From an optimization exercise on the open Yosys and OpenROAD flow, aimed at a short achievable clock period and few clock cycles; shortcuts taken in it are not production practice. Where RTL was checked, it was by simulation tests only, not by an equivalence proof against the original. No functional check of the RTL was part of runs 1 and 3 to 5. Power is estimated from default activity; no workload was simulated.

===== design.v =====
module PMIPSL0(
	imemaddr,	 
	dmemaddr,	 
	dmemwdata,	 
	dmemwrite,	 
	dmemread,	 
	clock,
	imemrdata,	 
	dmemrdata,	 
	reset		 
	);
output [15:0] imemaddr;
output [15:0] dmemaddr;
output [15:0] dmemwdata;
output dmemwrite;
output dmemread;
input [16:0] imemrdata;
input [15:0] dmemrdata;
input clock;
input reset;
parameter NB = 2;	 
localparam NBW = 1;	 
integer i;
function [15:0] ksadd;
	input [15:0] a;
	input [15:0] b;
	input cin;
	reg [15:0] g, p, gg, pp, g2, p2;
	integer k, d;
	begin
		g = a & b;
		p = a ^ b;
		gg = g;
		pp = p;
		gg[0] = g[0] | (p[0] & cin);
		for (d = 1; d < 16; d = d * 2) begin
			g2 = gg;
			p2 = pp;
			for (k = d; k < 16; k = k + 1) begin
				g2[k] = gg[k] | (pp[k] & gg[k-d]);
				p2[k] = pp[k] & pp[k-d];
			end
			gg = g2;
			pp = p2;
		end
		ksadd = p ^ {gg[14:0], cin};
	end
endfunction
function [15:1] inc15;
	input [15:1] a;
	reg [15:1] c;
	integer k;
	begin
		c[1] = 1'b1;
		for (k = 2; k < 16; k = k + 1) c[k] = c[k-1] & a[k-1];
		inc15 = a ^ c;
	end
endfunction
function [8:0] ksadd8;
	input [7:0] a;
	input [7:0] b;
	reg [7:0] g, p, gg, pp, g2, p2;
	integer k, d;
	begin
		g = a & b;
		p = a ^ b;
		gg = g;
		pp = p;
		for (d = 1; d < 8; d = d * 2) begin
			g2 = gg;
			p2 = pp;
			for (k = d; k < 8; k = k + 1) begin
				g2[k] = gg[k] | (pp[k] & gg[k-d]);
				p2[k] = pp[k] & pp[k-d];
			end
			gg = g2;
			pp = p2;
		end
		ksadd8 = {gg[7], p ^ {gg[6:0], 1'b0}};
	end
endfunction
function [7:1] onehot;
	input [2:0] r;
	integer k;
	begin
		for (k = 1; k < 8; k = k + 1) onehot[k] = (r == k);
	end
endfunction
reg [15:1] pc_o;
reg [15:1] pc_n;
wire [15:1] pc = ~pc_n;
reg        id_valid;
reg [16:0] id_ins;
reg [15:1] id_pc;
reg [15:1] id_pc2;
reg        id_ubeq;	 
reg        id_cbeq;	 
reg [7:1]  id_rs1h, id_rt1h;
reg        id_pred;		 
reg [15:1] id_ptgt;		 
reg        ex_bad;		 
reg        ex_sdld;		 
reg        ex_rw;		 
reg        ex_load;
reg        ex_store;
reg [2:0]  ex_dest;
reg        ex_cbeq;		 
reg [15:1] ex_tgt;
reg [15:0] ex_a, ex_b, ex_sd;
reg        ex_sel_sum, ex_sel_diff, ex_sel_slt, ex_sel_and;
reg        m_rw;
reg        m_read;
reg        m_load_n;
wire       m_load = ~m_load_n;
reg        m_store;
reg [2:0]  m_dest;
reg [15:0] m_addr;
reg [15:0] m_res_n;
wire [15:0] m_res = ~m_res_n;
reg [15:0] m_sd;
reg [15:0] rf [1:7];
reg [7:1]  rvalid;
wire [7:1] m_we = m_rw ? onehot(m_dest) : 7'd0;
always @(posedge clock)
	if (reset) rvalid <= 7'd0;
	else rvalid <= rvalid | m_we;
always @(posedge clock)
	for (i = 1; i < 8; i = i + 1)
		if (m_we[i]) rf[i] <= m_load ? dmemrdata : m_res;
wire [3:0] op = id_ins[16:13];
wire [2:0] rs = id_ins[12:10];
wire [2:0] rt = id_ins[9:7];
wire [2:0] rd = id_ins[6:4];
wire [15:0] simm = {{9{id_ins[6]}}, id_ins[6:0]};
wire d_rtype = (op == 4'd0) | (op == 4'd1) | (op == 4'd2);
wire d_lw    = (op == 4'd3);
wire d_sw    = (op == 4'd4);
wire d_addi  = (op == 4'd6);
wire d_andi  = (op == 4'd7);
wire d_use_rs = d_rtype | d_lw | d_sw | id_cbeq | d_addi | d_andi;
wire d_use_rt = d_rtype | d_sw | id_cbeq;
wire [2:0] d_dest = d_rtype ? rd : rt;
wire d_rw = (d_rtype | d_lw | d_addi | d_andi) & (d_dest != 3'd0);
wire d_imm = d_lw | d_sw | d_addi | d_andi;
wire [8:0] id_bsum = {1'b0, id_pc2[7:1]} + {2'b0, id_ins[6:0]};
wire [7:0] id_blo = id_bsum[7:0];
wire [15:8] id_phi = id_pc2[15:8];
wire [15:8] id_hip = id_phi + 8'd1;
wire [15:8] id_him = id_phi - 8'd1;
wire [15:8] id_bhi = id_ins[6] ? (id_blo[7] ? id_phi : id_him)
                               : (id_blo[7] ? id_hip : id_phi);
wire [15:1] id_btgt = {id_bhi, id_blo[6:0]};
reg stall_r;
wire stall = id_valid & stall_r;
reg sdld_r;
wire [15:0] A = ex_a;
wire [15:0] B = ex_b;
wire [15:0] sum  = ksadd(A, B, 1'b0);
wire [15:0] diff = ksadd(A, ~B, 1'b1);
wire [15:0] andv = A & B;
wire [15:0] sltv = {15'd0, diff[15]};
wire [15:0] alu = ({16{ex_sel_sum}}  & sum)
                | ({16{ex_sel_diff}} & diff)
                | ({16{ex_sel_slt}}  & sltv)
                | ({16{ex_sel_and}}  & andv);
wire eq = (A == B);
wire ex_redirect = (ex_cbeq & eq) | ex_bad;
wire a_ex = ex_rw & (ex_dest == rs);
wire b_ex = ex_rw & (ex_dest == rt);
wire a_m = ~a_ex & m_rw & (m_dest == rs);
wire b_m = ~b_ex & m_rw & (m_dest == rt);
wire [7:1] a_rf = (a_ex | a_m) ? 7'd0 : (id_rs1h & rvalid);
wire [7:1] b_rf = (b_ex | b_m) ? 7'd0 : (id_rt1h & rvalid);
function [15:0] opnd;
	input m;
	input [7:1] sel;
	reg [15:0] v;
	integer k;
	begin
		v = ({16{m & m_load}} & dmemrdata) | ({16{m & ~m_load}} & m_res);
		for (k = 1; k < 8; k = k + 1) v = v | ({16{sel[k]}} & rf[k]);
		opnd = v;
	end
endfunction
function [15:0] fwd;
	input f;
	begin
		fwd = ({16{f & ex_sel_sum}}  & sum)
		    | ({16{f & ex_sel_diff}} & diff)
		    | ({16{f & ex_sel_slt}}  & sltv)
		    | ({16{f & ex_sel_and}}  & andv);
	end
endfunction
reg e_fwd;
wire z_sum = ((A ^ B) == {A[14:0] | B[14:0], 1'b0});
wire e_ok = e_fwd & (ex_sel_sum | ex_sel_diff);
wire e_taken = e_ok & (ex_sel_sum ? z_sum : eq);
wire id_redirect = id_valid & ~stall & ((id_ubeq ^ id_pred) | e_taken);
wire [15:1] id_rtgt = (id_ubeq | e_taken) ? id_btgt : id_pc2;
wire [15:0] v_a  = fwd(a_ex) | opnd(a_m, a_rf);
wire [15:0] v_b  = fwd(b_ex & ~d_imm) | opnd(b_m & ~d_imm, d_imm ? 7'd0 : b_rf)
                 | ({16{d_imm}} & simm);
wire [15:0] v_sd = fwd(b_ex) | opnd(b_m, b_rf);
reg [15:1] btb_tag [0:NB-1];
reg [15:1] btb_tgt [0:NB-1];
reg [NB-1:0] btb_v;
reg [NBW-1:0] btb_ptr;
reg        btb_hit;
reg [15:1] btb_target;
always @(*) begin
	btb_hit = 1'b0;
	btb_target = 15'd0;
	for (i = 0; i < NB; i = i + 1)
		if (btb_v[i] && btb_tag[i] == pc) begin
			btb_hit = 1'b1;
			btb_target = btb_target | btb_tgt[i];
		end
end
wire btb_we = id_valid & id_ubeq & ~id_pred;
always @(posedge clock)
	if (reset) begin
		btb_v <= 0;
		btb_ptr <= 0;
	end else if (btb_we) begin
		btb_v[btb_ptr] <= 1'b1;
		btb_ptr <= btb_ptr + 1'b1;
	end
always @(posedge clock)
	if (btb_we) begin
		btb_tag[btb_ptr] <= id_pc;
		btb_tgt[btb_ptr] <= id_btgt;
	end
wire [15:1] pc2 = pc + 15'd1;
wire [3:0] f_op = imemrdata[16:13];
wire f_j = f_op[3] & ~f_op[2] & ~(f_op[1] & f_op[0]);	 
wire f_beq = (f_op == 4'd5);
wire f_same = (imemrdata[12:10] == imemrdata[9:7]);
wire [15:1] f_jtgt = {1'b0, pc2[15:14], imemrdata[11:0]};
wire f_pred = btb_hit & ~f_j;
wire s_ex   = ex_redirect;
wire s_id   = ~s_ex & id_redirect;
wire s_hold = ~s_ex & ~id_redirect & stall;
wire s_f    = ~s_ex & ~id_redirect & ~stall;
wire [15:1] pc_next = ({15{s_ex}} & ex_tgt)
                    | ({15{s_id}} & id_rtgt)
                    | ({15{s_hold}} & pc)
                    | ({15{s_f & f_j}} & f_jtgt)
                    | ({15{s_f & ~f_j & btb_hit}} & btb_target)
                    | ({15{s_f & ~f_j & ~btb_hit}} & pc2);
always @(posedge clock)
	if (reset) begin
		pc_o <= 15'd0;
		pc_n <= 15'h7fff;
	end else begin
		pc_o <= pc_next;
		pc_n <= ~pc_next;
	end
assign imemaddr = {pc_o, 1'b0};
always @(posedge clock)
	if (reset | ex_redirect) id_valid <= 1'b0;
	else if (!stall) id_valid <= ~id_redirect;
always @(posedge clock)
	if (!stall) begin
		id_ins <= imemrdata;
		id_pc <= pc;
		id_pc2 <= pc2;
		id_ubeq <= f_beq & f_same;
		id_cbeq <= f_beq & ~f_same;
		id_rs1h <= onehot(imemrdata[12:10]);
		id_rt1h <= onehot(imemrdata[9:7]);
		id_pred <= f_pred;
		id_ptgt <= btb_target;
	end
wire id_go = id_valid & ~stall & ~ex_redirect;
wire [2:0] f_rs = imemrdata[12:10];
wire [2:0] f_rt = imemrdata[9:7];
wire f_rtype = (f_op == 4'd0) | (f_op == 4'd1) | (f_op == 4'd2);
wire f_use_rs = ~f_op[3] & ~(f_beq & f_same);
wire f_use_rt = f_rtype | (f_beq & ~f_same);
wire f_rs0 = (f_rs == 3'd0);
wire f_rt0 = (f_rt == 3'd0);
wire f_ecand = f_beq & (f_rs0 ^ f_rt0);
wire [2:0] f_er = f_rs0 ? f_rt : f_rs;
always @(posedge clock)
	if (reset) e_fwd <= 1'b0;
	else e_fwd <= id_go & d_rw & ~d_lw & f_ecand & (f_er == d_dest);
always @(posedge clock)
	if (reset) begin
		stall_r <= 1'b0;
		sdld_r <= 1'b0;
	end else begin
		stall_r <= id_go & d_lw & d_rw &
			((f_use_rs & (f_rs == d_dest)) | (f_use_rt & (f_rt == d_dest)));
		sdld_r <= id_go & d_lw & d_rw & (f_op == 4'd4) & (f_rt == d_dest);
	end
always @(posedge clock)
	if (reset | ~id_go) begin
		ex_bad <= 1'b0;
		ex_sdld <= 1'b0;
		ex_rw <= 1'b0;
		ex_load <= 1'b0;
		ex_store <= 1'b0;
		ex_cbeq <= 1'b0;
	end else begin
		ex_bad <= id_pred & id_ubeq & (id_ptgt != id_btgt);
		ex_sdld <= sdld_r;
		ex_rw <= d_rw;
		ex_load <= d_lw;
		ex_store <= d_sw;
		ex_cbeq <= id_cbeq & ~e_ok;
	end
always @(posedge clock) begin
	ex_dest <= d_dest;
	ex_tgt <= id_btgt;
	ex_a <= v_a;
	ex_b <= v_b;
	ex_sd <= v_sd;
	ex_sel_sum  <= (op == 4'd0) | d_lw | d_sw | d_addi;
	ex_sel_diff <= (op == 4'd1);
	ex_sel_slt  <= (op == 4'd2);
	ex_sel_and  <= d_andi;
end
always @(posedge clock)
	if (reset) begin
		m_rw <= 1'b0;
		m_read <= 1'b0;
		m_load_n <= 1'b1;
		m_store <= 1'b0;
	end else begin
		m_rw <= ex_rw;
		m_read <= ex_load;
		m_load_n <= ~ex_load;
		m_store <= ex_store;
	end
always @(posedge clock) begin
	m_dest <= ex_dest;
	m_addr <= alu;
	m_res_n <= ~alu;
	m_sd <= ex_sdld ? dmemrdata : ex_sd;
end
assign dmemaddr = m_addr;
assign dmemwdata = m_sd;
assign dmemwrite = m_store;
assign dmemread = m_read;
endmodule

===== constraint.sdc =====
create_clock -name core_clock -period 8.0 [get_ports {clock}]
set_input_delay 1.6000 -clock core_clock [delete_from_list [all_inputs] [get_ports {clock}]]
set_output_delay 1.6000 -clock core_clock [all_outputs]
set_load 0.01 [all_outputs]

===== flow/run.sh =====
#!/bin/bash
# Standard ORFS layout (the standard.sh) with two changes to how it is
# made, none to the constraints (the SDC is the standard flow's, unchanged):
#  - timing repair aims below the real clock period (a larger setup margin);
#  - slow wide OR/NOR cells are added to the platform's don't-use list, so
#    synthesis and repair build that logic from faster cells.
set -euo pipefail
PLATFORM_DONT_USE="sky130_fd_sc_hd__probe_p_8 sky130_fd_sc_hd__probec_p_8
 sky130_fd_sc_hd__lpflow_bleeder_1
 sky130_fd_sc_hd__lpflow_clkbufkapwr_1 sky130_fd_sc_hd__lpflow_clkbufkapwr_16
 sky130_fd_sc_hd__lpflow_clkbufkapwr_2 sky130_fd_sc_hd__lpflow_clkbufkapwr_4
 sky130_fd_sc_hd__lpflow_clkbufkapwr_8
 sky130_fd_sc_hd__lpflow_clkinvkapwr_1 sky130_fd_sc_hd__lpflow_clkinvkapwr_16
 sky130_fd_sc_hd__lpflow_clkinvkapwr_2 sky130_fd_sc_hd__lpflow_clkinvkapwr_4
 sky130_fd_sc_hd__lpflow_clkinvkapwr_8
 sky130_fd_sc_hd__lpflow_decapkapwr_12 sky130_fd_sc_hd__lpflow_decapkapwr_3
 sky130_fd_sc_hd__lpflow_decapkapwr_4 sky130_fd_sc_hd__lpflow_decapkapwr_6
 sky130_fd_sc_hd__lpflow_decapkapwr_8
 sky130_fd_sc_hd__lpflow_inputiso0n_1 sky130_fd_sc_hd__lpflow_inputiso0p_1
 sky130_fd_sc_hd__lpflow_inputiso1n_1 sky130_fd_sc_hd__lpflow_inputiso1p_1
 sky130_fd_sc_hd__lpflow_inputisolatch_1
 sky130_fd_sc_hd__lpflow_isobufsrc_1 sky130_fd_sc_hd__lpflow_isobufsrc_16
 sky130_fd_sc_hd__lpflow_isobufsrc_2 sky130_fd_sc_hd__lpflow_isobufsrc_4
 sky130_fd_sc_hd__lpflow_isobufsrc_8 sky130_fd_sc_hd__lpflow_isobufsrckapwr_16
 sky130_fd_sc_hd__lpflow_lsbuf_lh_hl_isowell_tap_1
 sky130_fd_sc_hd__lpflow_lsbuf_lh_hl_isowell_tap_2
 sky130_fd_sc_hd__lpflow_lsbuf_lh_hl_isowell_tap_4
 sky130_fd_sc_hd__lpflow_lsbuf_lh_isowell_4
 sky130_fd_sc_hd__lpflow_lsbuf_lh_isowell_tap_1
 sky130_fd_sc_hd__lpflow_lsbuf_lh_isowell_tap_2
 sky130_fd_sc_hd__lpflow_lsbuf_lh_isowell_tap_4"
SLOW="sky130_fd_sc_hd__or4_1 sky130_fd_sc_hd__or4_2 sky130_fd_sc_hd__or4_4
 sky130_fd_sc_hd__or4b_1 sky130_fd_sc_hd__or4b_2 sky130_fd_sc_hd__or4b_4
 sky130_fd_sc_hd__or4bb_1 sky130_fd_sc_hd__or4bb_2 sky130_fd_sc_hd__or4bb_4
 sky130_fd_sc_hd__nor4_1 sky130_fd_sc_hd__nor4_2 sky130_fd_sc_hd__nor4_4
 sky130_fd_sc_hd__nor4b_1 sky130_fd_sc_hd__nor4b_2 sky130_fd_sc_hd__nor4b_4
 sky130_fd_sc_hd__nor4bb_1 sky130_fd_sc_hd__nor4bb_2 sky130_fd_sc_hd__nor4bb_4
 sky130_fd_sc_hd__o41a_1 sky130_fd_sc_hd__o41a_2 sky130_fd_sc_hd__o41a_4
 sky130_fd_sc_hd__o41ai_1 sky130_fd_sc_hd__o41ai_2 sky130_fd_sc_hd__o41ai_4"
DONT_USE=$(echo $PLATFORM_DONT_USE $SLOW)
bash standard.sh SETUP_SLACK_MARGIN=5.6 TNS_END_PERCENT=100 \
  "DONT_USE_CELLS=$DONT_USE" finish > standard_flow.log 2>&1

===== standard.sh =====
#!/bin/bash
# synth_recipe.tcl (not shown) runs the flow's synth.tcl, then flattens the netlist and writes it again
# the make line also repeats each setting of config.mk as NAME=value (left out here)
make -C /OpenROAD-flow-scripts/flow DESIGN_CONFIG=/design/flow/config.mk WORK_HOME=/design/flow/orfs CLKGATE_MAP_FILE= SYNTH_SCRIPT=/design/flow/synth_recipe.tcl "${@:-finish}"

===== config.mk =====
export PLATFORM = sky130hd
export DESIGN_NAME = PMIPSL0
export DESIGN_NICKNAME = PMIPSL0
export VERILOG_FILES = /design/flow/design.v
export SDC_FILE = /design/flow/constraint.sdc
export NUM_CORES = 4
export LEC_CHECK = 0
export ABC_CLOCK_PERIOD_IN_PS = 2000
export CAP_MARGIN = 20
export CORE_MARGIN = 2
export CORE_UTILIZATION = 40
export PLACE_DENSITY = 0.6
export SLEW_MARGIN = 20
export TNS_END_PERCENT = 100

==> impl_metrics.yaml, run 1 <==
status:
  status: "no timing/DRC/antenna violations"
logic_synthesis:
  syn-num-nets: 1756
  synth-async-reset-ratio_pct: 0
  synthCells: 1661
  avgSynthCellArea_um2: 11.6
  yosysTopAreaCell: "edfxtp_1"
  synth_top_area_share_pct: 39.0
  ys.flop_type: "edfxtp_1"
  yosys_warnings: 2
  synth_area_mm2: 0.0193
  synth.distinct_cells: 79
  synth-edff-count: 251
  seq_area_frac_synth_pct: 57.1
  ys_seq_elements: 426
  ys_top_cells_by_area: "edfxtp_1 (39%), dfxtp_1 (18%), ha_1 (3.7%)"
sta:
  finalHoldViolCount: 0
  rsz0062_at_grt: "true"
  tns_ns: 0
  min_period_ns: 2.92
  max_freq_ghz: 0.343
  slew_viol_final: 0
  maxSlewHeadroom_pct: 17.4
  fin_crit_sh_pct: 36.5
  worst_pin_slew_ns: 1.24
  finalClockSkew_ns: 0.0291
  setup_viol: 0
finish:
  fin_nets: 1982
  stdcell_count: 2542
  fin_util_pct: 54.3
  n_antenna_cell: 0
  drive_gt1_share_pct: 35.8
  n_fill_cell: 3979
  synthToLayoutAreaGrowth_pct: 34.0
power:
  power_frac_clock_pct: 41.5
  p_leak_nw: 9.88
  p_comb_share_pct: 11.8
  total_power_mw: 5.32
  pwr_density_cell_mw_per_mm2: 205
  switchingPower_mw: 1.32
  seqPwrFrac_pct: 46.6
  ir_drop_uv: 168
  swShare_pct: 24.8
  p_int_mw: 4.00
placed_design:
  hpwl_mm: 39.9
  dp_cells: 2285
  io_buffer_count: 83
  place_congestion: 0.897
floorplan:
  io_pins: 85
  die_area_mm2: 0.0501
  start_util_pct: 40.5
  die_w_um: 224
  rows: 80
  die_y_um: 224
  core_mm2: 0.0477
setup_path:
  rr_worst_depth: 12
  arrival_ns: 3.40
  crit_slowest_cell: "fa_2"
  worstSetupEndpointType: "flip-flop"
  path_cells: "inv_2, ha_4, fa_2, or2_4, a221oi_4, o21ai_2, o221a_4, xnor2_4, a222oi_1, buf_4, o211ai_1, o21a_1"
  worst-setup-path-type: "flip-flop to flip-flop"
  cp-start-kind: "flip-flop"
  critPathRequiredTime_ns: 8.48
  cpPeakStageDelay_ns: 0.34
  crit_fanout: 3
cts:
  path_clk_slew_ns: 0.06
  numCtsBuffers: 48
  clk_latency_ns: 0.59
  htreeDepth: 2
  clk_path_buf_depth: 3
  cts_tree: "done"
  cts_root_buf: "clkbuf_16"
  hold_buffers: 0
  cts_sinks: 426
min_path:
  hold_depth: 0
  worstHoldPathType: "flip-flop to flip-flop"
route:
  num_vias: 15100
  drcViolationCount: 0
  first_pass_iters: 8
  vias_per_cell: 5.95
  ant_nets: 0
  drt-initial-drc-count: 1732
  wire_per_inst_um: 25.2
  wl_mm: 64.1
grt:
  grt_max_degree: 51
  met1_usage_pct: 34.1
  grtUsageMet2_pct: 38.0
  grt_pass1_vias: 14800
  grtUsageMet3_pct: 4.53
  track_usage_pct: 24.9
  busiest_layer: "met2"
  overflow: 0
  grt_pass1_wl_mm: 93.1
  antenna_found_initial: 2
job:
  cap_violations: 0
==> cells in the mapped netlist, drive strengths merged (5+ instances only) <==
cell type / instances
o211ai: 11
nor2b: 10
o211a: 5
edfxtp: 251
mux2: 28
inv: 88
a221oi: 38
or3: 6
buf: 32
xor2: 71
a211o: 11
and3b: 6
o31ai: 7
or2: 12
o21a: 13
xnor2: 65
a222oi: 28
a22o: 41
nor3: 43
a21o: 11
o21ai: 31
a22oi: 58
nand2: 81
a21oi: 76
nor2: 118
and2: 10
o2111ai: 13
nand3: 20
nor3b: 14
and4: 16
nand2b: 11
a211oi: 9
and3: 19
mux2i: 13
ha: 57
a31o: 10
clkbuf: 72
a31oi: 11
nand4: 18
dfxtp: 175
==> cells by family (layout without fill, tap and decap cells) <==
| kind of cell | after synthesis | count (layout) | synth area share, % |
|---|---|---|---|
| AND/OR/NAND/NOR | 400 | 402 | 10.7 |
| AO/OA/AOI/OAI | 404 | 405 | 15.7 |
| adder cells (fa/ha/maj) | 61 | 61 | 4.05 |
| buffers and inverters | 192 | 455 | 4.01 |
| flip-flops | 426 | 426 | 57.1 |
| XOR/XNOR | 136 | 136 | 6.16 |
| other | 1 | 1 | 0.0194 |
| multiplexers | 41 | 41 | 2.30 |
==> cell type report <==
type	instances	area, µm²	share of cell area (%)
inverters	88	333	1.28
flip-flops and latches	426	11100	42.9
repair buffers	277	2520	9.74
multi-input cells	1046	9580	37.0
clock inverters	22	161	0.623
clock buffers	68	1440	5.56
well taps	615	769	2.97
==> layer usage <==
metal / part of all wire (%) / vias to the layer above
li1: - / 6667
met2: 45 / 845
met1: 41 / 7444
met3: 9.3 / 160
met5: 0 / -
met4: 4.7 / 0
==> worst paths after layout <==
kind	startpoint	slack (ns)	end
max	ex_a[0]	5.08	ex_b[12]
min	ex_dest[0]	0.42	m_dest[0]
max reg2reg	ex_a[0]	5.08	ex_b[12]
min reg2reg	ex_dest[0]	0.42	m_dest[0]
==> flip-flops by register name, summed over array words and instances, names as in the netlist, 3 cells and up <==
signal   flops
rf         112
btb_tag     30
btb_tgt     30
id_ins      17
ex_a        16
ex_b        16
ex_sd       16
m_addr      16
m_res_n     16
m_sd        16
ex_tgt      15
id_pc2      15
id_pc       15
id_ptgt     15
pc_n        15
pc_o        15
id_rs1h      7
id_rt1h      7
rvalid       7
ex_dest      3
m_dest       3
==> through the flow <==
stage / cell area [µm²] / worst slack, ns / hold slack (ns)
2_1_floorplan: 20000 / 5.12 / 0.375
3_3_place_gp: 21400 / 4.25 / 0.388
3_5_place_dp: 21400 / 4.21 / 0.386
4_1_cts: 24900 / 5.05 / 0.401
5_1_grt: 25900 / 4.97 / 0.431
6_report: 25900 / 5.08 / 0.418
==> repair_timing <==
action / in CTS / in global routing
setup buffers: 118 / 43
hold endpoints to repair: 0 / 0
cloned: 4 / 2
gates resized for setup: 476 / 155
setup endpoints to repair: 193 / 182
pin swaps: 128 / 93
==> power by group through the flow <==
stage,clock [mW],sequential (mW),combinational [mW]
6_report,2.21,2.48,0.629
5_1_grt,2.32,2.49,0.670
4_1_cts,2.24,2.47,0.567
3_5_place_dp,0,2.52,0.459
3_3_place_gp,0,2.52,0.454
2_1_floorplan,0,2.50,0.315
==> critical path: cells and delay by family (launching register included) <==
kind	cells	cell delay [ns]
compound gates	6	1.34
buf+inv	2	0.24
flops	1	0.33
fa+ha+maj	2	0.49
simple gates	1	0.26
xor+xnor	1	0.14
==> placed cells by master, fill, tap and decap left out, drive strengths merged, types with 9 or more instances in the layout <==
cell type	n
a21o	11
dlygate4sd2	15
ha	57
a31o	10
and2	10
dfxtp	175
nor2	118
or2	12
xor2	71
buf	244
nand4	18
o2111ai	13
nor2b	10
clkinv	15
a211o	11
nand2	82
clkdlybuf4s50	9
inv	92
o21ai	31
mux2	28
a221oi	38
o211ai	11
a211oi	9
a21oi	76
a22o	41
edfxtp	251
xnor2	65
and4	16
mux2i	13
a222oi	28
a31oi	11
nand2b	11
nor3	44
nand3	20
clkbuf	73
and3	19
nor3b	14
o21a	13
a22oi	58
==> run 2, diff against run 1 <==
--- a/design.v
+++ b/design.v
@@ -99,7 +99,6 @@
 reg        id_pred;		 
 reg [15:1] id_ptgt;		 
 reg        ex_bad;		 
-reg        ex_sdld;		 
 reg        ex_rw;		 
 reg        ex_load;
 reg        ex_store;
@@ -152,7 +151,6 @@
 wire [15:1] id_btgt = {id_bhi, id_blo[6:0]};
 reg stall_r;
 wire stall = id_valid & stall_r;
-reg sdld_r;
 wire [15:0] A = ex_a;
 wire [15:0] B = ex_b;
 wire [15:0] sum  = ksadd(A, B, 1'b0);
@@ -276,7 +274,7 @@
 wire [2:0] f_rt = imemrdata[9:7];
 wire f_rtype = (f_op == 4'd0) | (f_op == 4'd1) | (f_op == 4'd2);
 wire f_use_rs = ~f_op[3] & ~(f_beq & f_same);
-wire f_use_rt = f_rtype | (f_beq & ~f_same);
+wire f_use_rt = f_rtype | (f_op == 4'd4) | (f_beq & ~f_same);
 wire f_rs0 = (f_rs == 3'd0);
 wire f_rt0 = (f_rt == 3'd0);
 wire f_ecand = f_beq & (f_rs0 ^ f_rt0);
@@ -285,25 +283,18 @@
 	if (reset) e_fwd <= 1'b0;
 	else e_fwd <= id_go & d_rw & ~d_lw & f_ecand & (f_er == d_dest);
 always @(posedge clock)
-	if (reset) begin
-		stall_r <= 1'b0;
-		sdld_r <= 1'b0;
-	end else begin
-		stall_r <= id_go & d_lw & d_rw &
-			((f_use_rs & (f_rs == d_dest)) | (f_use_rt & (f_rt == d_dest)));
-		sdld_r <= id_go & d_lw & d_rw & (f_op == 4'd4) & (f_rt == d_dest);
-	end
+	if (reset) stall_r <= 1'b0;
+	else stall_r <= id_go & d_lw & d_rw &
+		((f_use_rs & (f_rs == d_dest)) | (f_use_rt & (f_rt == d_dest)));
 always @(posedge clock)
 	if (reset | ~id_go) begin
 		ex_bad <= 1'b0;
-		ex_sdld <= 1'b0;
 		ex_rw <= 1'b0;
 		ex_load <= 1'b0;
 		ex_store <= 1'b0;
 		ex_cbeq <= 1'b0;
 	end else begin
 		ex_bad <= id_pred & id_ubeq & (id_ptgt != id_btgt);
-		ex_sdld <= sdld_r;
 		ex_rw <= d_rw;
 		ex_load <= d_lw;
 		ex_store <= d_sw;
@@ -336,7 +327,7 @@
 	m_dest <= ex_dest;
 	m_addr <= alu;
 	m_res_n <= ~alu;
-	m_sd <= ex_sdld ? dmemrdata : ex_sd;
+	m_sd <= ex_sd;
 end
 assign dmemaddr = m_addr;
 assign dmemwdata = m_sd;
==> run 2 against run 1 <==
Effect of this change:
- still clean
- clock skew rose by 0.012 ns
- register-to-register slack better by 0.11 ns
- critical path depth decreased by 1
- synthesized cell count rose by 5.2%
- via count is 9.4% higher
- wire length up 11%
- count of clock-buffer cells in the layout decreased by 4
- global-route usage rose by 0.90 points
- sequential power barely moved
- worst setup slack improved by 0.11 ns
- largest cell class unchanged
==> impl_metrics.yaml, run 2 <==
status:
  status: "no timing/DRC/antenna violations"
setup_path:
  crit_slowest_cell: "dfxtp_4"
  r2r_end: "ex_b[2]"
  worst-setup-path-type: "flip-flop to flip-flop"
  rrSetupSlack_ns: 5.19
  rr_startpoint: "ex_a[0]"
  cpPeakStageDelay_ns: 0.37
  crit_fanout: 2
  arrival_ns: 3.29
  critPathRequiredTime_ns: 8.48
  path_cells: "inv_4, ha_4, fa_2, buf_6, xor2_1, a222oi_1, buf_4, inv_4, a222oi_1, nand3_2, mux2_4"
  rr_worst_depth: 11
  cp-start-kind: "flip-flop"
  worstSetupEndpointType: "flip-flop"
finish:
  drive_gt1_share_pct: 42.6
  n_antenna_cell: 0
  layout_commonest_cell: "edfxtp_1"
  regMostFlops: "rf"
  layout_common_cells: "edfxtp_1 (251), buf_4 (177), dfxtp_1 (106), buf_6 (104), nand2_1 (78)"
  top_regs: "rf: 112 flops, btb_tag: 30 flops, btb_tgt: 30 flops"
  synthToLayoutAreaGrowth_pct: 40.5
  fin_nets: 2139
  largest_reg_flops: 112
floorplan:
  core_mm2: 0.0498
  rows: 82
  die_y_um: 228
  start_util_pct: 40.3
  io_pins: 85
  die_area_mm2: 0.0519
  die_w_um: 228
logic_synthesis:
  synth_area_mm2: 0.0200
  yosysTopAreaCell: "edfxtp_1"
  synth.distinct_cells: 90
  synth_top_area_share_pct: 37.6
  synthCells: 1748
  syn-num-nets: 1843
  synth-edff-count: 251
  ys_top_cells_by_area: "edfxtp_1 (38%), dfxtp_1 (17%), ha_1 (3.6%)"
  synth-async-reset-ratio_pct: 0
  ys.flop_type: "edfxtp_1"
  avgSynthCellArea_um2: 11.5
  synth_compound_area_share_pct: 18.3
  synth-xor-area-share_pct: 5.51
  seq_area_frac_synth_pct: 54.9
  synth_top_family_by_area: "compound AO/OA/AOI/OAI gates"
  yosys_warnings: 2
  ys_seq_elements: 424
  yosys-top-cells-count: "edfxtp_1 (251), dfxtp_1 (173), nor2_1 (105)"
  synth_simple_gate_area_share_pct: 11.7
  synthAdderAreaFrac_pct: 3.86
  synth.mux.area_fraction_pct: 1.42
  synthMostInstantiatedCell: "edfxtp_1"
grt:
  grt_pass1_vias: 16200
  grt_pass1_wl_mm: 102
  grt_max_degree: 70
  track_usage_pct: 25.8
  overflow: 0
  met1_usage_pct: 33.1
  grtUsageMet2_pct: 40.9
  grtUsageMet3_pct: 4.78
  antenna_found_initial: 1
  busiest_layer: "met2"
route:
  first_pass_iters: 9
  drcViolationCount: 0
  ant_nets: 0
  wl_mm: 71.3
  vias_per_cell: 6.00
  wire_per_inst_um: 25.9
  num_vias: 16500
  drt-initial-drc-count: 1869
min_path:
  hold_end: "m_sd[9]"
  hold_depth: 0
  worstHoldPathType: "flip-flop to flip-flop"
  hp-start: "ex_sd[9]"
placed_design:
  place_congestion: 0.927
  io_buffer_count: 83
  hpwl_mm: 44.3
  dp_slack_ns: 4.34
cts:
  clk_path_buf_depth: 3
  cts_sinks: 424
  cts_tree: "done"
  path_clk_slew_ns: 0.06
  numCtsBuffers: 46
  clk_latency_ns: 0.61
  cts_root_buf: "clkbuf_16"
  htreeDepth: 2
power:
  pwr_density_cell_mw_per_mm2: 217
  ir_drop_uv: 163
  p_leak_nw: 10.6
sta:
  hold-worst-slack_ns: 0.326
  min_period_ns: 2.81
  maxSlewHeadroom_pct: 31.2
  setup_viol: 0
  finalHoldViolCount: 0
  fin_crit_sh_pct: 35.1
  max_freq_ghz: 0.356
  rsz0062_at_grt: "true"
  tns_ns: 0
  slew_viol_final: 0
  worst_pin_slew_ns: 1.03
  finalClockSkew_ns: 0.0412
  fin_ws_ns: 5.19
job:
  cap_violations: 0
## run 2: layout make-up
type	instances	area, µm²
Fill cell	4006	21600
Sequential cell	424	11100
Multi-Input combinational cell	1125	10900
Timing Repair Buffer	353	3350
Clock buffer	64	1300
Tap cell	672	841
Inverter	94	388
Clock inverter	22	249
## run 2: worst max path at each step
| stage | endpoint | slack [ns] | start |
|---|---|---|---|
| 2_1_floorplan | ex_b[11] | 5.27 | dmemrdata[11] |
| 3_3_place_gp | pc_n[1] | 4.35 | imemrdata[13] |
| 3_5_place_dp | ex_b[11] | 4.34 | dmemrdata[11] |
| 4_1_cts | ex_bad | 5.23 | id_pc2[1] |
| 5_1_grt | ex_bad | 5.11 | id_pc2[1] |
| 6_report | ex_b[2] | 5.19 | ex_a[0] |
## run 2: critical path, delay by kind of cell, from the launching register on
family | cells | cell delay (ns)
compound gates | 2 | 0.67
xor+xnor | 1 | 0.13
fa+ha+maj | 2 | 0.52
buf+inv | 4 | 0.44
flops | 1 | 0.37
mux | 1 | 0.32
simple gates | 1 | 0.26
## run 2: routing by layer
| metal | vias to the layer above | wire [µm] |
|---|---|---|
| met5 | - | 0 |
| met2 | 896 | 32900 |
| met3 | 217 | 5800 |
| li1 | 7283 | - |
| met4 | 0 | 4260 |
| met1 | 8134 | 28400 |
## run 2: timing repair
| action | CTS | global route |
|---|---|---|
| buffers inserted | 138 | 91 |
| cloned | 4 | 5 |
| resized for setup | 664 | 260 |
| pin swaps | 152 | 150 |
| hold buffers | 0 | 0 |
| endpoints found under the setup margin | 189 | 161 |
## run 2: where the power goes
group | total (mW) | switching (mW) | internal [mW]
clock network | 2.16 | 0.913 | 1.25
logic | 1.43 | 0.775 | 0.650
registers | 2.51 | 0.0786 | 2.43
## run 2: logic make-up after synthesis
kind of cell / after synthesis
compound gates: 472
simple gates: 441
flops: 424
buf+inv: 201
xor+xnor: 123
fa+ha+maj: 60
mux: 26
other cells: 1
## run 2: through the flow
stage | utilization, % | std cells | cell area (µm²) | total power, mW
3_5_place_dp | 44.3 | 2430 | 22000 | 3.41
4_1_cts | 52.8 | 2658 | 26300 | 5.92
3_3_place_gp | 44.3 | 2430 | 22000 | 3.41
6_report | 56.6 | 2754 | 28200 | 6.10
2_1_floorplan | - | 1748 | 20600 | 3.10
5_1_grt | 56.6 | 2754 | 28200 | 6.30
Testbench counts of run 2, summed over its fixed seeds: cycles 110,368.
==> run 3, diff against run 2 <==
--- a/design.v
+++ b/design.v
@@ -97,7 +97,7 @@
 reg        id_cbeq;	 
 reg [7:1]  id_rs1h, id_rt1h;
 reg        id_pred;		 
-reg [15:1] id_ptgt;		 
+reg [6:0]  id_pimm;		 
 reg        ex_bad;		 
 reg        ex_rw;		 
 reg        ex_load;
@@ -201,17 +201,21 @@
 wire [15:0] v_sd = fwd(b_ex) | opnd(b_m, b_rf);
 reg [15:1] btb_tag [0:NB-1];
 reg [15:1] btb_tgt [0:NB-1];
+reg [6:0]  btb_imm [0:NB-1];
 reg [NB-1:0] btb_v;
 reg [NBW-1:0] btb_ptr;
 reg        btb_hit;
 reg [15:1] btb_target;
+reg [6:0]  btb_pimm;
 always @(*) begin
 	btb_hit = 1'b0;
 	btb_target = 15'd0;
+	btb_pimm = 7'd0;
 	for (i = 0; i < NB; i = i + 1)
 		if (btb_v[i] && btb_tag[i] == pc) begin
 			btb_hit = 1'b1;
 			btb_target = btb_target | btb_tgt[i];
+			btb_pimm = btb_pimm | btb_imm[i];
 		end
 end
 wire btb_we = id_valid & id_ubeq & ~id_pred;
@@ -227,6 +231,7 @@
 	if (btb_we) begin
 		btb_tag[btb_ptr] <= id_pc;
 		btb_tgt[btb_ptr] <= id_btgt;
+		btb_imm[btb_ptr] <= id_ins[6:0];
 	end
 wire [15:1] pc2 = pc + 15'd1;
 wire [3:0] f_op = imemrdata[16:13];
@@ -267,7 +272,7 @@
 		id_rs1h <= onehot(imemrdata[12:10]);
 		id_rt1h <= onehot(imemrdata[9:7]);
 		id_pred <= f_pred;
-		id_ptgt <= btb_target;
+		id_pimm <= btb_pimm;
 	end
 wire id_go = id_valid & ~stall & ~ex_redirect;
 wire [2:0] f_rs = imemrdata[12:10];
@@ -294,7 +299,7 @@
 		ex_store <= 1'b0;
 		ex_cbeq <= 1'b0;
 	end else begin
-		ex_bad <= id_pred & id_ubeq & (id_ptgt != id_btgt);
+		ex_bad <= id_pred & id_ubeq & (id_pimm != id_ins[6:0]);
 		ex_rw <= d_rw;
 		ex_load <= d_lw;
 		ex_store <= d_sw;
==> run 3 against run 2 <==
Effect of this change:
- fmax shrank 0.56%
- cell count is 4.3% lower
- synthesized area is 1.5% lower
- utilization is 1.9 points lower
- count of clock-buffer cells in the layout down 1
- synthesized cell count decreased by 4.9%
- combinational power is 62% lower
- worst hold slack barely moved
- sequential power shrank 2%
==> impl_metrics.yaml, run 3 <==
sta:
  tns_ns: 0
  finalClockSkew_ns: 0.0321
  min_period_ns: 2.82
  fin_ws_ns: 5.18
  max_freq_ghz: 0.354
  maxSlewHeadroom_pct: 27.0
  finalHoldViolCount: 0
  slew_viol_final: 0
  rsz0062_at_grt: "true"
  setup_viol: 0
  fin_crit_sh_pct: 35.3
  worst_pin_slew_ns: 1.09
  hold-worst-slack_ns: 0.326
route:
  wire_per_inst_um: 25.1
  first_pass_iters: 7
  drcViolationCount: 0
  num_vias: 15700
  ant_nets: 0
  vias_per_cell: 5.95
  drt-initial-drc-count: 2284
  wl_mm: 66.2
placed_design:
  hpwl_mm: 38.8
  dp_slack_ns: 4.38
  place_congestion: 0.878
  io_buffer_count: 83
floorplan:
  die_w_um: 226
  core_mm2: 0.0488
  io_pins: 85
  start_util_pct: 40.4
  rows: 81
  die_area_mm2: 0.0511
  die_y_um: 226
setup_path:
  crit_slowest_cell: "a222oi_1"
  cpPeakStageDelay_ns: 0.43
  worst-setup-path-type: "flip-flop to flip-flop"
  crit_family: "compound AO/OA/AOI/OAI gates"
  crit_top_cell: "buf_4"
  worstSetupEndpointType: "flip-flop"
  arrival_ns: 3.30
  path_cells: "inv_2, ha_4, fa_2, o21bai_1, a21oi_2, buf_4, xnor2_1, a222oi_1, buf_4, o2111ai_2, mux2_4"
  crit_fanout: 3
  cp-start-kind: "flip-flop"
  critPathRequiredTime_ns: 8.48
  rrSetupSlack_ns: 5.18
  cp_num_buf_inv: 3
cts:
  numCtsBuffers: 47
  path_clk_slew_ns: 0.06
  cts_tree: "done"
  clk_path_buf_depth: 3
  hold_buffers: 0
  clk_latency_ns: 0.62
  htreeDepth: 2
  cts_root_buf: "clkbuf_16"
  cts_sinks: 430
logic_synthesis:
  synth_top_area_share_pct: 39.1
  syn-num-nets: 1757
  synth.distinct_cells: 96
  yosys_warnings: 2
  ys_top_cells_by_area: "edfxtp_1 (39%), dfxtp_1 (18%), ha_1 (3.6%)"
  synthMostInstantiatedCell: "edfxtp_1"
  yosys-top-cells-count: "edfxtp_1 (257), dfxtp_1 (173), nor2_1 (95)"
  ys_seq_elements: 430
  seq_area_frac_synth_pct: 56.6
  avgSynthCellArea_um2: 11.9
  synth-edff-count: 257
  yosysTopAreaCell: "edfxtp_1"
  synth-async-reset-ratio_pct: 0
  synth_area_mm2: 0.0197
  synthCells: 1662
  ys.flop_type: "edfxtp_1"
finish:
  layout_common_cells: "edfxtp_1 (257), buf_4 (174), dfxtp_1 (108), nand2_1 (85)"
  drive_gt1_share_pct: 38.0
  fin_nets: 2029
  n_fill_cell: 4044
  layout_commonest_cell: "edfxtp_1"
  regMostFlops: "rf"
  synthToLayoutAreaGrowth_pct: 35.2
  top_regs: "rf: 112 flops, btb_tag: 30 flops, btb_tgt: 30 flops"
  largest_reg_flops: 112
  n_antenna_cell: 0
grt:
  grt_pass1_vias: 15200
  grt_max_degree: 48
  grt_pass1_wl_mm: 94.9
  overflow: 0
  antenna_found_initial: 1
  track_usage_pct: 24.9
min_path:
  worstHoldPathType: "flip-flop to flip-flop"
power:
  p_leak_nw: 9.88
  ir_drop_uv: 150
  pwr_density_cell_mw_per_mm2: 190
job:
  cap_violations: 0
status:
  status: "no timing/DRC/antenna violations"
==> run 3: cell count changes after synthesis, sizes merged, moves of 8 or more <==
cell | previous run | this run
nor2 | 105 | 97
buf | 49 | 65
o31a | 13 | 3
a2bb2oi | 1 | 9
and4 | 34 | 26
nor3 | 37 | 28
clkbuf | 58 | 35
o21ai | 28 | 47
a21oi | 78 | 59
a221o | 9 | 1
nand3 | 38 | 19
==> run 3: power by group <==
| part | internal (mW) | switching, mW |
|---|---|---|
| logic | 0.249 | 0.298 |
| registers | 2.41 | 0.0523 |
| clock network | 1.15 | 0.913 |
| total | 3.81 | 1.26 |
==> run 3: logic make-up after synthesis <==
family          synth area share [%]
other cells                   0.0190
flops                           56.6
simple gates                    11.3
xor+xnor                        5.41
buf+inv                         4.49
compound gates                  16.9
mux                             1.40
fa+ha+maj                       3.92
==> run 3: area by class of cell <==
type	instances	area, µm²	area share (%)
Sequential cell	430	11300	42.2
Multi-Input combinational cell	1058	9990	37.4
Timing Repair Buffer	308	2790	10.5
Clock buffer	63	1260	4.71
Tap cell	664	831	3.11
Inverter	89	345	1.29
Clock inverter	23	201	0.755
==> run 3: worst paths after layout <==
path | startpoint | to | depth (start not counted)
worst max-delay path | ex_a[0] | ex_b[4] | 11
worst min-delay path | ex_sd[10] | m_sd[10] | 0
worst max register to register | ex_a[0] | ex_b[4] | 11
worst min register to register | ex_sd[10] | m_sd[10] | 0
==> run 3: layer usage <==
metal  share of wire, %  GRT usage [%]  vias up  routed length (µm)
li1                   -              -     6841                   -
met1                 42           34.4     7721               27900
met2                 44           37.9      933               29300
met3                9.6           5.62      183                6370
met4                3.9           10.1        2                2600
met5              0.020              0        -                  13
==> run 3: repair_timing <==
action / in CTS / in global routing
gates resized for setup: 618 / 149
endpoints found under the setup margin: 185 / 163
setup buffers: 126 / 76
hold endpoints to repair: 0 / 0
gates cloned: 14 / 3
pin swaps: 133 / 101
==> run 3: per-stage QoR <==
| stage | total power [mW] | cell area, µm² | std cells | util, % |
|---|---|---|---|---|
| after global routing | 5.22 | 26700 | 2635 | 54.6 |
| final | 5.07 | 26700 | 2635 | 54.6 |
| after detailed placement | 2.86 | 21400 | 2330 | 43.8 |
| after global placement | 2.85 | 21400 | 2330 | 43.8 |
| after CTS | 5.02 | 25400 | 2556 | 52.0 |
| after floorplan | 2.72 | 20100 | 1662 | - |
==> run 4, diff against run 3 <==
--- a/design.v
+++ b/design.v
@@ -99,6 +99,7 @@
 reg        id_pred;		 
 reg [6:0]  id_pimm;		 
 reg        ex_bad;		 
+reg [15:8] id_hip, id_him;	 
 reg        ex_rw;		 
 reg        ex_load;
 reg        ex_store;
@@ -144,8 +145,6 @@
 wire [8:0] id_bsum = {1'b0, id_pc2[7:1]} + {2'b0, id_ins[6:0]};
 wire [7:0] id_blo = id_bsum[7:0];
 wire [15:8] id_phi = id_pc2[15:8];
-wire [15:8] id_hip = id_phi + 8'd1;
-wire [15:8] id_him = id_phi - 8'd1;
 wire [15:8] id_bhi = id_ins[6] ? (id_blo[7] ? id_phi : id_him)
                                : (id_blo[7] ? id_hip : id_phi);
 wire [15:1] id_btgt = {id_bhi, id_blo[6:0]};
@@ -180,25 +179,16 @@
 		opnd = v;
 	end
 endfunction
-function [15:0] fwd;
-	input f;
-	begin
-		fwd = ({16{f & ex_sel_sum}}  & sum)
-		    | ({16{f & ex_sel_diff}} & diff)
-		    | ({16{f & ex_sel_slt}}  & sltv)
-		    | ({16{f & ex_sel_and}}  & andv);
-	end
-endfunction
 reg e_fwd;
 wire z_sum = ((A ^ B) == {A[14:0] | B[14:0], 1'b0});
 wire e_ok = e_fwd & (ex_sel_sum | ex_sel_diff);
 wire e_taken = e_ok & (ex_sel_sum ? z_sum : eq);
 wire id_redirect = id_valid & ~stall & ((id_ubeq ^ id_pred) | e_taken);
 wire [15:1] id_rtgt = (id_ubeq | e_taken) ? id_btgt : id_pc2;
-wire [15:0] v_a  = fwd(a_ex) | opnd(a_m, a_rf);
-wire [15:0] v_b  = fwd(b_ex & ~d_imm) | opnd(b_m & ~d_imm, d_imm ? 7'd0 : b_rf)
-                 | ({16{d_imm}} & simm);
-wire [15:0] v_sd = fwd(b_ex) | opnd(b_m, b_rf);
+wire [15:0] o_b = d_imm ? simm : opnd(b_m, b_rf);
+wire [15:0] v_a  = a_ex ? alu : opnd(a_m, a_rf);
+wire [15:0] v_b  = (b_ex & ~d_imm) ? alu : o_b;
+wire [15:0] v_sd = b_ex ? alu : opnd(b_m, b_rf);
 reg [15:1] btb_tag [0:NB-1];
 reg [15:1] btb_tgt [0:NB-1];
 reg [6:0]  btb_imm [0:NB-1];
@@ -273,6 +263,8 @@
 		id_rt1h <= onehot(imemrdata[9:7]);
 		id_pred <= f_pred;
 		id_pimm <= btb_pimm;
+		id_hip <= pc2[15:8] + 8'd1;
+		id_him <= pc2[15:8] - 8'd1;
 	end
 wire id_go = id_valid & ~stall & ~ex_redirect;
 wire [2:0] f_rs = imemrdata[12:10];
==> run 4 against run 3 <==
Effect of this change:
- power grew 8.1%
- wire length shrank 2.0%
- largest cell class unchanged
- register-to-register slack lost 0.096 ns
- clock power grew 9%
- sequential share of layout area shrank 0.64 points
- die area grew 0.41%
- synthesized cell count shrank 1.2%
- non-clock buffer count grew 79
- cell area grew 5.5%
==> impl_metrics.yaml, run 4 <==
min_path:
  hold_end: "m_sd[2]"
  worstHoldPathType: "flip-flop to flip-flop"
  hp-start: "ex_sd[2]"
  hold_depth: 0
finish:
  top_regs: "rf: 112 flops, btb_tag: 30 flops, btb_tgt: 30 flops"
  fin_util_pct: 57.5
  n_antenna_cell: 0
  largest_reg_flops: 112
  layout_commonest_cell: "edfxtp_1"
  layout_common_cells: "edfxtp_1 (272), buf_4 (211), dfxtp_1 (117), buf_6 (78)"
  regMostFlops: "rf"
  synthToLayoutAreaGrowth_pct: 42.1
  fin_nets: 2077
  drive_gt1_share_pct: 44.5
  fin_area_mm2: 0.0282
logic_synthesis:
  avgSynthCellArea_um2: 12.1
  synth_area_mm2: 0.0198
  ys_top_cells_by_area: "edfxtp_1 (41%), dfxtp_1 (17%), ha_1 (3.6%)"
  yosysTopAreaCell: "edfxtp_1"
  yosys-top-cells-count: "edfxtp_1 (272), dfxtp_1 (173), nor2_1 (96)"
  synth.distinct_cells: 90
  syn-num-nets: 1737
  yosys_warnings: 2
  ys_seq_elements: 445
  synth-edff-count: 272
  synthCells: 1642
  synth-async-reset-ratio_pct: 0
  seq_area_frac_synth_pct: 58.7
  ys.flop_type: "edfxtp_1"
  synthMostInstantiatedCell: "edfxtp_1"
  synth_top_area_share_pct: 41.2
sta:
  finalClockSkew_ns: 0.0407
  slew_viol_final: 0
  fin_crit_sh_pct: 36.5
  finalHoldViolCount: 0
  rsz0062_at_grt: "true"
  tns_ns: 0
  maxSlewHeadroom_pct: 26.0
  worst_pin_slew_ns: 1.11
  min_period_ns: 2.92
  setup_viol: 0
  max_freq_ghz: 0.343
floorplan:
  die_y_um: 227
  rows: 81
  die_w_um: 227
  die_area_mm2: 0.0514
  io_pins: 85
  start_util_pct: 40.5
  core_mm2: 0.0490
route:
  vias_per_cell: 5.83
  drt-initial-drc-count: 1525
  ant_nets: 0
  wire_per_inst_um: 24.2
  drcViolationCount: 0
  wl_mm: 64.9
  num_vias: 15600
  first_pass_iters: 6
setup_path:
  critPathRequiredTime_ns: 8.49
  rrSetupSlack_ns: 5.08
  worstSetupEndpointType: "flip-flop"
  crit_slowest_cell: "or3_4"
  arrival_ns: 3.40
  path_cells: "inv_2, ha_4, fa_2, nor3_2, or3_4, buf_6, a211oi_4, buf_4, nor2_4, o32a_1, nor2_2, a211oi_4, buf_12, a22oi_2"
  cp_num_buf_inv: 4
  cp-start-kind: "flip-flop"
  rr_worst_depth: 14
  cpPeakStageDelay_ns: 0.40
  crit_fanout: 4
  rr_startpoint: "ex_a[0]"
  crit_top_cell: "a211oi_4"
  r2r_end: "ex_a[12]"
  worst-setup-path-type: "flip-flop to flip-flop"
  crit_family: "compound AO/OA/AOI/OAI gates"
placed_design:
  io_buffer_count: 83
  place_congestion: 0.919
  hpwl_mm: 37.6
  placed_cell_area_mm2: 0.0219
cts:
  hold_buffers: 0
  clk_latency_ns: 0.61
  cts_sinks: 445
  cts_tree: "done"
  clk_path_buf_depth: 3
  numCtsBuffers: 47
  path_clk_slew_ns: 0.07
  cts_root_buf: "clkbuf_16"
  htreeDepth: 2
power:
  ir_drop_uv: 173
  pwr_density_cell_mw_per_mm2: 195
  p_leak_nw: 10.6
  total_power_mw: 5.49
grt:
  grt_pass1_wl_mm: 94.4
  grt_max_degree: 58
  antenna_found_initial: 3
  track_usage_pct: 24.6
  overflow: 0
  grt_pass1_vias: 15200
status:
  status: "no timing/DRC/antenna violations"
job:
  cap_violations: 0
## run 4: cell count changes in the layout (fill, tap and decap cells not counted), moves of 15 or more
| cell | change |
|---|---|
| a221o_1 | +30 |
| edfxtp_1 | +15 |
| a22oi_1 | -20 |
| buf_4 | +37 |
| buf_6 | +17 |
| nand2_1 | -26 |
| a221oi_1 | +16 |
| a222oi_1 | -24 |
## run 4: cell type report
class / count / area [µm²]
Inverter: 95 / 377
Clock inverter: 21 / 204
Timing Repair Buffer: 387 / 3620
Sequential cell: 445 / 11700
Tap cell: 664 / 831
Multi-Input combinational cell: 1006 / 10000
Fill cell: 3830 / 20800
Clock buffer: 66 / 1390
## run 4: routing by layer
layer  GRT usage (%)  wire, µm  vias to the layer above
met4            9.72      2370                        2
li1                -         -                     6910
met5               0        11                        -
met2            39.0     30300                      762
met1            33.8     27300                     7812
met3            3.81      4910                      163
## run 4: where the power goes
group          internal, mW  total (mW)  switching, mW
clock                  1.29        2.24          0.948
sequential             2.51        2.57         0.0588
combinational         0.328       0.674          0.345
total                  4.13        5.49           1.35
## run 4: worst max-delay path by stage
stage | start | end | slack [ns] | cells after the start
finish | ex_a[0] | ex_a[12] | 5.08 | 14
global route | ex_a[0] | ex_b[8] | 5.03 | 13
CTS | ex_a[12] | pc_o[2] | 5.10 | 10
detailed placement | imemrdata[13] | pc_n[13] | 4.25 | 7
global placement | imemrdata[13] | pc_n[14] | 4.30 | 7
floorplan | dmemrdata[4] | ex_b[4] | 5.26 | 6
## run 4: cell families after synthesis
kind of cell	Yosys count	share of synthesized area [%]
other	1	0.0189
buffers and inverters	193	3.96
AND/OR/NAND/NOR	375	10.1
adder cells (fa/ha/maj)	60	3.90
flip-flops	445	58.7
XOR/XNOR	117	5.21
AO/OA/AOI/OAI	430	16.9
multiplexers	21	1.15
## run 4: timing repair
item                       in CTS  in global routing
buffers inserted              186                 89
pin swaps                     163                113
setup endpoints to repair     199                191
resized for setup             626                157
gates cloned                    5                  1
## run 4: worst register-to-register path, stage by stage, from the launching register on
cell and delay, ns:
dfxtp_2 0.33, inv_2 0.08, ha_4 0.14, fa_2 0.23
nor3_2 0.04, or3_4 0.40, buf_6 0.14, a211oi_4 0.30
buf_4 0.18, nor2_4 0.04, o32a_1 0.29, nor2_2 0.16
a211oi_4 0.06, buf_12 0.19, a22oi_2 0.24
## run 4: stage by stage
stage | setup WS, ns | cells | hold WS [ns]
floorplan | 5.26 | 1642 | 0.310
global placement | 4.30 | 2316 | 0.312
detailed placement | 4.25 | 2316 | 0.312
CTS | 5.10 | 2594 | 0.308
global route | 5.03 | 2684 | 0.312
finish | 5.08 | 2684 | 0.301
==> run 5, diff against run 4 <==
--- a/design.v
+++ b/design.v
@@ -99,6 +99,7 @@
 reg        id_pred;		 
 reg [6:0]  id_pimm;		 
 reg        ex_bad;		 
+reg        ex_sdld;		 
 reg [15:8] id_hip, id_him;	 
 reg        ex_rw;		 
 reg        ex_load;
@@ -150,6 +151,7 @@
 wire [15:1] id_btgt = {id_bhi, id_blo[6:0]};
 reg stall_r;
 wire stall = id_valid & stall_r;
+reg sdld_r;
 wire [15:0] A = ex_a;
 wire [15:0] B = ex_b;
 wire [15:0] sum  = ksadd(A, B, 1'b0);
@@ -271,7 +273,7 @@
 wire [2:0] f_rt = imemrdata[9:7];
 wire f_rtype = (f_op == 4'd0) | (f_op == 4'd1) | (f_op == 4'd2);
 wire f_use_rs = ~f_op[3] & ~(f_beq & f_same);
-wire f_use_rt = f_rtype | (f_op == 4'd4) | (f_beq & ~f_same);
+wire f_use_rt = f_rtype | (f_beq & ~f_same);
 wire f_rs0 = (f_rs == 3'd0);
 wire f_rt0 = (f_rt == 3'd0);
 wire f_ecand = f_beq & (f_rs0 ^ f_rt0);
@@ -280,18 +282,25 @@
 	if (reset) e_fwd <= 1'b0;
 	else e_fwd <= id_go & d_rw & ~d_lw & f_ecand & (f_er == d_dest);
 always @(posedge clock)
-	if (reset) stall_r <= 1'b0;
-	else stall_r <= id_go & d_lw & d_rw &
-		((f_use_rs & (f_rs == d_dest)) | (f_use_rt & (f_rt == d_dest)));
+	if (reset) begin
+		stall_r <= 1'b0;
+		sdld_r <= 1'b0;
+	end else begin
+		stall_r <= id_go & d_lw & d_rw &
+			((f_use_rs & (f_rs == d_dest)) | (f_use_rt & (f_rt == d_dest)));
+		sdld_r <= id_go & d_lw & d_rw & (f_op == 4'd4) & (f_rt == d_dest);
+	end
 always @(posedge clock)
 	if (reset | ~id_go) begin
 		ex_bad <= 1'b0;
+		ex_sdld <= 1'b0;
 		ex_rw <= 1'b0;
 		ex_load <= 1'b0;
 		ex_store <= 1'b0;
 		ex_cbeq <= 1'b0;
 	end else begin
 		ex_bad <= id_pred & id_ubeq & (id_pimm != id_ins[6:0]);
+		ex_sdld <= sdld_r;
 		ex_rw <= d_rw;
 		ex_load <= d_lw;
 		ex_store <= d_sw;
@@ -324,7 +333,7 @@
 	m_dest <= ex_dest;
 	m_addr <= alu;
 	m_res_n <= ~alu;
-	m_sd <= ex_sd;
+	m_sd <= ex_sdld ? dmemrdata : ex_sd;
 end
 assign dmemaddr = m_addr;
 assign dmemwdata = m_sd;
--- a/flow/run.sh
+++ b/flow/run.sh
@@ -2,8 +2,9 @@
 # Standard ORFS layout (the standard.sh) with two changes to how it is
 # made, none to the constraints (the SDC is the standard flow's, unchanged):
 #  - timing repair aims below the real clock period (a larger setup margin);
-#  - slow wide OR/NOR cells are added to the platform's don't-use list, so
-#    synthesis and repair build that logic from faster cells.
+#  - slow wide OR/NOR cells, and the adder and majority cells, are added to
+#    the platform's don't-use list, so synthesis and repair build that logic
+#    (adders included) from faster gates.
 set -euo pipefail
 PLATFORM_DONT_USE="sky130_fd_sc_hd__probe_p_8 sky130_fd_sc_hd__probec_p_8
  sky130_fd_sc_hd__lpflow_bleeder_1
@@ -36,7 +37,10 @@
  sky130_fd_sc_hd__nor4b_1 sky130_fd_sc_hd__nor4b_2 sky130_fd_sc_hd__nor4b_4
  sky130_fd_sc_hd__nor4bb_1 sky130_fd_sc_hd__nor4bb_2 sky130_fd_sc_hd__nor4bb_4
  sky130_fd_sc_hd__o41a_1 sky130_fd_sc_hd__o41a_2 sky130_fd_sc_hd__o41a_4
- sky130_fd_sc_hd__o41ai_1 sky130_fd_sc_hd__o41ai_2 sky130_fd_sc_hd__o41ai_4"
+ sky130_fd_sc_hd__o41ai_1 sky130_fd_sc_hd__o41ai_2 sky130_fd_sc_hd__o41ai_4
+ sky130_fd_sc_hd__fa_1 sky130_fd_sc_hd__fa_2 sky130_fd_sc_hd__fa_4
+ sky130_fd_sc_hd__ha_1 sky130_fd_sc_hd__ha_2 sky130_fd_sc_hd__ha_4
+ sky130_fd_sc_hd__maj3_1 sky130_fd_sc_hd__maj3_2 sky130_fd_sc_hd__maj3_4"
 DONT_USE=$(echo $PLATFORM_DONT_USE $SLOW)
 bash standard.sh SETUP_SLACK_MARGIN=5.6 TNS_END_PERCENT=100 \
   "DONT_USE_CELLS=$DONT_USE" finish > standard_flow.log 2>&1
==> run 5 against run 4 <==
Effect of this change:
- still clean
- synthesized cell count up 6.1%
- utilization shrank 0.56 points
- first-iteration DRC count increased by 39%
- global-route usage up 0.88 points
- cell area shrank 0.97%
- register-to-register slack got worse by 0.04 ns
- worst hold slack better by 0.091 ns
- clock skew shrank 0.0019 ns
- highest routed layer is now met4
==> impl_metrics.yaml, run 5 <==
status:
  status: "no timing/DRC/antenna violations"
cts:
  htreeDepth: 2
  cts_tree: "done"
  path_clk_slew_ns: 0.06
  hold_buffers: 0
  numCtsBuffers: 48
  cts_root_buf: "clkbuf_16"
  clk_path_buf_depth: 3
  clk_latency_ns: 0.61
  cts_sinks: 447
sta:
  maxSlewHeadroom_pct: 27.5
  tns_ns: 0
  slew_viol_final: 0
  max_freq_ghz: 0.338
  fin_crit_sh_pct: 36.9
  finalHoldViolCount: 0
  setup_viol: 0
  worst_pin_slew_ns: 1.09
  min_period_ns: 2.96
  finalClockSkew_ns: 0.0388
  hold-worst-slack_ns: 0.392
  rsz0062_at_grt: "true"
placed_design:
  hpwl_mm: 38.7
  place_congestion: 0.897
  io_buffer_count: 83
  dp_cells: 2397
floorplan:
  io_pins: 85
  core_mm2: 0.0490
  die_area_mm2: 0.0515
  die_w_um: 227
  rows: 81
  die_y_um: 227
  start_util_pct: 40.6
logic_synthesis:
  avgSynthCellArea_um2: 11.4
  yosysTopAreaCell: "edfxtp_1"
  synthMostInstantiatedCell: "edfxtp_1"
  ys_top_cells_by_area: "edfxtp_1 (41%), dfxtp_1 (18%), xnor2_1 (4.1%)"
  synth_area_mm2: 0.0199
  synth-edff-count: 272
  yosys_warnings: 2
  synth_top_area_share_pct: 41.1
  synthCells: 1742
  ys.flop_type: "edfxtp_1"
  syn-num-nets: 1777
  seq_area_frac_synth_pct: 58.7
  ys_seq_elements: 447
  yosys-top-cells-count: "edfxtp_1 (272), dfxtp_1 (175), nor2_1 (132)"
  synth.distinct_cells: 89
  synth-async-reset-ratio_pct: 0
power:
  p_leak_nw: 10.4
  seqPwrFrac_pct: 47.0
  p_comb_share_pct: 10.7
  power_frac_clock_pct: 42.4
  pwr_density_cell_mw_per_mm2: 197
  switchingPower_mw: 1.34
  total_power_mw: 5.50
  p_int_mw: 4.16
  swShare_pct: 24.3
  ir_drop_uv: 176
route:
  drcViolationCount: 0
  vias_per_cell: 5.95
  num_vias: 16300
  ant_nets: 0
  drt-initial-drc-count: 2124
  wl_mm: 67.4
  first_pass_iters: 6
  wire_per_inst_um: 24.6
finish:
  drive_gt1_share_pct: 41.8
  synthToLayoutAreaGrowth_pct: 40.3
  layout_commonest_cell: "edfxtp_1"
  n_fill_cell: 3891
  regMostFlops: "rf"
  fin_nets: 2074
  layout_common_cells: "edfxtp_1 (272), buf_4 (200), nand2_1 (107), dfxtp_1 (105), nor2_1 (91)"
  multi_input_area_mm2: 0.00996
  n_antenna_cell: 0
  largest_reg_flops: 112
  top_regs: "rf: 112 flops, btb_tag: 30 flops, btb_tgt: 30 flops"
  stdcell_count: 2743
  seqCellArea_mm2: 0.0118
min_path:
  worstHoldPathType: "flip-flop to flip-flop"
  hp-start: "ex_dest[0]"
setup_path:
  startpoint: "ex_b[10]"
  worstSetupEndpointType: "flip-flop"
  crit_fanout: 6
  arrival_ns: 3.49
  worst-setup-path-type: "flip-flop to flip-flop"
  cp-start-kind: "flip-flop"
  rr_startpoint: "ex_b[10]"
  critPathRequiredTime_ns: 8.54
grt:
  track_usage_pct: 25.5
  grt_max_degree: 80
  grt_pass1_vias: 15900
  overflow: 0
  grt_pass1_wl_mm: 98.1
  antenna_found_initial: 1
job:
  cap_violations: 0
-- run 5: cell types whose count changed after synthesis, moves of 9 or more --
| cell | previous run | this run |
|---|---|---|
| ha_1 | 57 | 0 |
| buf_2 | 20 | 30 |
| inv_1 | 92 | 61 |
| a221o_1 | 31 | 14 |
| a22oi_1 | 55 | 65 |
| nand2_1 | 76 | 123 |
| nand3_1 | 17 | 26 |
| xor2_1 | 66 | 55 |
| nor2_1 | 96 | 132 |
| o21ai_0 | 25 | 64 |
| o22ai_1 | 0 | 10 |
| xnor2_1 | 50 | 93 |
-- run 5: worst max-delay path, cell delays in order, from the launching register on --
cell and delay [ns]:
dfxtp_4 0.36, xor2_2 0.18, or3_4 0.34, a31oi_4 0.23
nand4_1 0.21, or2_4 0.33, a31o_4 0.29, and3_4 0.20
a221o_1 0.32, a211oi_2 0.22, o32a_1 0.21
-- run 5: power by group through the flow --
stage                     Sequential (mW)  Clock [mW]  Combinational, mW
after floorplan                      2.60           0              0.263
after global placement               2.63           0              0.355
after global routing                 2.59        2.45              0.620
final                                2.59        2.33              0.586
after detailed placement             2.63           0              0.361
after CTS                            2.58        2.35              0.501
-- run 5: worst paths after layout --
check | to | slack, ns | cells after the start
min reg2reg | m_dest[0] | 0.39 | 0
max reg2reg | pc_n[10] | 5.04 | 10
max | pc_n[10] | 5.04 | 10
min | m_dest[0] | 0.39 | 0
-- run 5: timing repair --
| item | CTS | global route |
|---|---|---|
| endpoints found under the hold margin | 0 | 0 |
| endpoints found under the setup margin | 207 | 188 |
| pin swaps | 157 | 103 |
| gates cloned | 13 | 2 |
| buffers inserted | 175 | 66 |
| gates resized for setup | 634 | 155 |
-- run 5: area by class of cell --
class | count | area share [%]
Sequential cell | 447 | 42.4
Clock buffer | 67 | 5.19
Multi-Input combinational cell | 1122 | 35.7
Inverter | 62 | 0.920
Timing Repair Buffer | 358 | 11.9
Clock inverter | 23 | 0.861
Tap cell | 664 | 2.98
-- run 5: cell families (layout without fill, tap and decap cells) --
kind of cell / Yosys count / in the layout / synth area share, %
multiplexers: 34 / 34 / 1.84
AND/OR/NAND/NOR: 462 / 466 / 11.3
AO/OA/AOI/OAI: 468 / 470 / 17.7
flip-flops: 447 / 447 / 58.7
XOR/XNOR: 151 / 151 / 6.77
buffers and inverters: 179 / 510 / 3.71
other: 1 / 1 / 0.0189
-- run 5: per-layer routing --
metal / wire [µm] / vias up / GRT usage, %
met4: 2940 / 0 / 10.8
met2: 30600 / 889 / 40.5
met1: 27800 / 8090 / 34.8
li1: - / 7155 / -
met3: 6080 / 190 / 3.91
met5: 0 / - / 0
-- run 5: metrics by stage --
| stage | cell area [µm²] | util [%] | setup slack, ns |
|---|---|---|---|
| CTS | 26700 | 54.5 | 5.16 |
| detailed placement | 21900 | 44.8 | 4.20 |
| floorplan | 20600 | - | 5.19 |
| global placement | 21900 | 44.8 | 4.30 |
| global route | 27900 | 57.0 | 5.01 |
| finish | 27900 | 57.0 | 5.04 |

separate check: timing with driven ports:
In the flow no input, the clock included, has a driving cell. The finished layouts below were timed again as built, in two steps. Step 1 sets driving cells, clkbuf_16 on the clock port and buf_2 on the other inputs (assumed; they add their load-dependent delay and slew). Step 2 also shifts input and output timing later by t, the mid clock arrival at the registers, as if the neighbouring blocks saw the same clock. Slacks: ideal ports / drivers / drivers and shift; pairs: ideal ports / drivers.
run | shift t [ns] | slack for setup (ns) | worst setup path at the end
run 1 | 0.633 | 5.082 / 5.082 / 4.551 | input to register
run 2 | 0.645 | 5.192 / 5.192 / 4.639 | input to register
run 3 | 0.661 | 5.177 / 5.177 / 4.698 | input to register
run 4 | 0.648 | 5.081 / 5.081 / 4.522 | input to register
run 5 | 0.651 | 5.045 / 5.045 / 4.617 | input to register
After both steps every run listed still meets setup and hold. For run 4, which loses most, drivers alone change the setup slack by 0.000 ns; drivers and shift together by -0.559 ns.
